Background: an optimization exercise with open tools, aiming at small area. Do not read the settings as production practice.

JK:
// ALU_wrapper
module ALU_wrapper( clk, reset, ABCmd_i, LoadA_i, LoadB_i, LoadCmd_i, ACC_o, Done_o);
==> flow/config.mk <==
export PLATFORM = sky130hd
export DESIGN_NAME = ALU_wrapper
export DESIGN_NICKNAME = ALU_wrapper
export VERILOG_FILES = /design/flow/design.v
export SDC_FILE = /design/flow/constraint.sdc
export NUM_CORES = 4
export LEC_CHECK = 0
export CAP_MARGIN = 20
export CORE_MARGIN = 2
export CORE_UTILIZATION = 40
export GPL_TIMING_DRIVEN = 0
export SLEW_MARGIN = 20
==> flow/constraint.sdc <==
create_clock -name core_clock -period 6.0 [get_ports {clk}]
set_input_delay 1.2000 -clock core_clock [delete_from_list [all_inputs] [get_ports {clk}]]
set_output_delay 1.2000 -clock core_clock [all_outputs]
set_load 0.01 [all_outputs]
standard.sh (not shown) runs the stock make flow with config.mk's settings and CLKGATE_MAP_FILE= SYNTH_SCRIPT=/design/flow/synth_recipe.tcl, a recipe that flattens the netlist after the stock synthesis.
==> flow/flow/run.sh <==
#!/bin/bash
# Own layout flow: the standard ORFS flow, except that
#  - synthesis maps the design's FA/HA adder modules straight onto the
#    sky130 fa_1/ha_1 cells (flow/my_synth.tcl), and
#  - port buffers are the smallest buffer (buf_1).
# Each tool's output goes to a log file of its own in this folder.
set -euo pipefail
W=$(pwd)
F=$W/flow
# same make call as standard.sh, with our synthesis script
sed "s#SYNTH_SCRIPT=[^ ]*#SYNTH_SCRIPT=$F/my_synth.tcl#" standard.sh > my_standard.sh
grep -q "SYNTH_SCRIPT=$F/my_synth.tcl" my_standard.sh
# my_synth.tcl = synth_recipe.tcl with our own synth wrapper in place of its first line
{ echo "source $F/synth_pre.tcl"; tail -n +2 synth_recipe.tcl; } > $F/my_synth.tcl
export MY_FLOW_DIR=$F
if [[ -f $F/env.sh ]]; then source $F/env.sh; fi
bash my_standard.sh synth > synth.log 2>&1
bash my_standard.sh > layout.log 2>&1
==> flow/flow/abc3.script <==
strash
ifraig
dc2
dch -f
map -a
mfs2
strash
dch -f
map -a
topo
==> flow/flow/adder_map.v <==
module FA(a, b, c, s, co);
	input a, b, c;
	output s, co;
	sky130_fd_sc_hd__fa_1 _TECHMAP_REPLACE_ (.A(a), .B(b), .CIN(c), .SUM(s), .COUT(co));
endmodule

module HA(a, b, s, co);
	input a, b;
	output s, co;
	sky130_fd_sc_hd__ha_1 _TECHMAP_REPLACE_ (.A(a), .B(b), .SUM(s), .COUT(co));
endmodule
==> flow/flow/env.sh <==
export BUFFER_PORTS_ARGS="-buffer_cell sky130_fd_sc_hd__buf_1"
export MY_NO_EXTRACT_FA=1
export MY_ABC_SCRIPT=abc3.script
export SETUP_MOVE_SEQUENCE="unbuffer,sizeup,swap"
export CTS_ARGS="-sink_clustering_enable -repair_clock_nets -dont_use_dummy_load"
==> flow/flow/my_synth.tcl <==
source /design/flow/flow/synth_pre.tcl
source $::env(SCRIPTS_DIR)/synth.tcl
# left out here: clear keep_hierarchy, flatten, clean up, hide names made inside functions, write 1_2_yosys.v
==> flow/flow/synth_pre.tcl <==
# Replaces the first line of synth_recipe.tcl (which wraps synth in -nofsm -noshare).
# Before the first synth call, the FA/HA adder modules of the design are mapped
# straight onto the platform's full/half adder cells, and ABC is given an
# area-oriented script.
proc synth {args} {
  if { ![info exists ::my_adders_mapped] } {
    set ::my_adders_mapped 1
    yosys proc
    yosys techmap -map $::env(MY_FLOW_DIR)/adder_map.v
    if { [info exists ::env(MY_NO_EXTRACT_FA)] } {
      unset ::env(ADDER_MAP_FILE)
    }
    if { [info exists ::env(MY_ABC_SCRIPT)] } {
      set i [lsearch -exact $::abc_args -script]
      lset ::abc_args [expr {$i + 1}] $::env(MY_FLOW_DIR)/$::env(MY_ABC_SCRIPT)
    }
  }
  yosys synth -nofsm -noshare {*}$args
}
JK: no failed stages, no open violations at the end
Setup changes, JK to MS
diff --git a/flow/design.v b/flow/design.v
--- a/flow/design.v
+++ b/flow/design.v
@@ -45,29 +45,33 @@
 	always @(posedge clk or posedge reset)
 		if (reset) begin
 			rA <= 0;
 			rB <= 0;
 		end else begin
 			if (LoadA) rA <= ABCmd_i;
 			if (LoadB) rB <= ABCmd_i;
 		end
 	reg  [7:0] lg;
 	wire       lg8 = shr & rA[0];
 	reg  [7:0] op2;
 	wire       cin = CI & ~shr & ~(op[3] & op[2]);
-	wire [7:0] u  = shr ? {CI, rA[7:1]} : rA;
-	wire [1:0] k  = shr ? 2'b11 : op[1:0];
-	wire       ke = ~(k[1] ^ k[0]);
 	always @* begin
-		lg  = ({8{~k[0]}} & ~u & rB) | (u & ({8{ke}} | (rB ^ {8{k[1]}})));
+		case (op[1:0])
+		    2'b00: lg = rA | rB;
+		    2'b01: lg = rA & rB;
+		    2'b10: lg = rA ^ rB;
+		    2'b11: lg = rA;
+		endcase
+		if (shr)
+		    lg = {CI, rA[7:1]};
 		case (op[3:2])
 		    2'b00: op2 = rB;
 		    2'b01: op2 = ~rB;
 		    2'b10: op2 = lg;
 		    2'b11: op2 = 8'd0;
 		endcase
 	end
 	wire [7:0] s;
 	wire c1, c2, c3, c5, c6, c7;
 	FA u_a0(.a(lg[0]), .b(op2[0]), .c(cin), .s(s[0]), .co(c1));
 	FA u_a1(.a(lg[1]), .b(op2[1]), .c(c1),  .s(s[1]), .co(c2));
 	FA u_a2(.a(lg[2]), .b(op2[2]), .c(c2),  .s(s[2]), .co(c3));
@@ -254,27 +258,26 @@
 	FA u_m46(.a(mc32), .b(ms33), .c(mc45), .s(ms46), .co(mc46));
 	wire ms47, mc47;
 	FA u_m47(.a(mc33), .b(ms34), .c(mc46), .s(ms47), .co(mc47));
 	wire ms48, mc48;
 	FA u_m48(.a(mc34), .b(ms35), .c(mc47), .s(ms48), .co(mc48));
 	wire mc_lo = mc48;
 	wire ms49, mc49;
 	FA u_m49(.a(mc35), .b(ms36), .c(mc_hi), .s(ms49), .co(mc49));
 	wire ms50, mc50;
 	FA u_m50(.a(mc36), .b(ms37), .c(mc49), .s(ms50), .co(mc50));
 	wire ms51, mc51;
 	FA u_m51(.a(mc37), .b(ms38), .c(mc50), .s(ms51), .co(mc51));
-	wire mc_la = ~((~(mc37 | ms38)) | ((~(mc37 & ms38)) & (~(mc36 | ms37))) | ((~(mc37 & ms38)) & (~(mc36 & ms37)) & (~(mc35 | ms36))) | ((~(mc37 & ms38)) & (~(mc36 & ms37)) & (~(mc35 & ms36)) & ~mc_hi));
 	wire ms52, mc52;
-	FA u_m52(.a(mc38), .b(ms39), .c(mc_la), .s(ms52), .co(mc52));
+	FA u_m52(.a(mc38), .b(ms39), .c(mc51), .s(ms52), .co(mc52));
 	wire ms53, mc53;
 	FA u_m53(.a(mc39), .b(ms40), .c(mc52), .s(ms53), .co(mc53));
 	wire ms54, mc54;
 	FA u_m54(.a(mc40), .b(ms41), .c(mc53), .s(ms54), .co(mc54));
 	wire ms55, mc55;
 	FA u_m55(.a(mc41), .b(pp7_7), .c(mc54), .s(ms55), .co(mc55));
 	wire [15:0] mult_out = ~{mc55, ms55, ms54, ms53, ms52, ms51, ms50, ms49, ms48, ms47, ms46, ms45, ms44, ms43, ms42, pp0_0};
 	always @(posedge clk)
 		mc_hi <= mc_lo;
 	wire eL = LoadCmd & MUL;
 	wire eH8 = Done_o & MUL;
 	wire eS = LoadCmd & ~MUL;
Across both runs, mean instance size in the synthesized netlist was higher for MS than for JK. Between JK and MS, maximum frequency is lower for JK, MS comes in above that. Diff JK and MS: area growth from synthesis to final layout higher in JK. Comparing full die area for JK and MS, the smaller number came from MS. [compare] base=JK new=MS: horizontal die dimension went down by about 0.7%, footprint of the multi-input gates went down by 5.2%, global-route usage went up by 0.71 points. Between JK and MS, count of cell instances traversed by the critical path is lower for MS, JK comes in above that. Start-to-end type of the worst setup path: flip-flop to flip-flop -> MS, primary input to flip-flop -> JK. Going from JK to MS, global routing usage on met2 rose by 1.5 points. Wire length was lower in the run labelled MS.
No functional check of the RTL was part of any run of this note.

## re-timing with driven ports
In the flow no input, the clock included, has a driving cell. The finished layouts below were timed again as built, in two steps. Step 1 assumes that a clkbuf_16 drives the clock port and a buf_2 every other input. Step 2 also shifts input and output timing later by t, the mid clock arrival at the registers, as if the neighbouring blocks saw the same clock. a / b / c = ideal / step 1 / step 2; a / b = the first two.
run	t, ns	slack for setup (ns)	worst register clock-pin slew, ns
JK	0.305	0.150 / 0.133 / -0.172	0.10 / 0.10
MS	0.303	0.190 / 0.190 / -0.035	0.10 / 0.10
With both steps, setup timing fails in JK and MS, where it was met with ideal ports. For JK, which loses most, drivers alone change the setup slack by -0.017 ns; drivers and shift together by -0.322 ns.
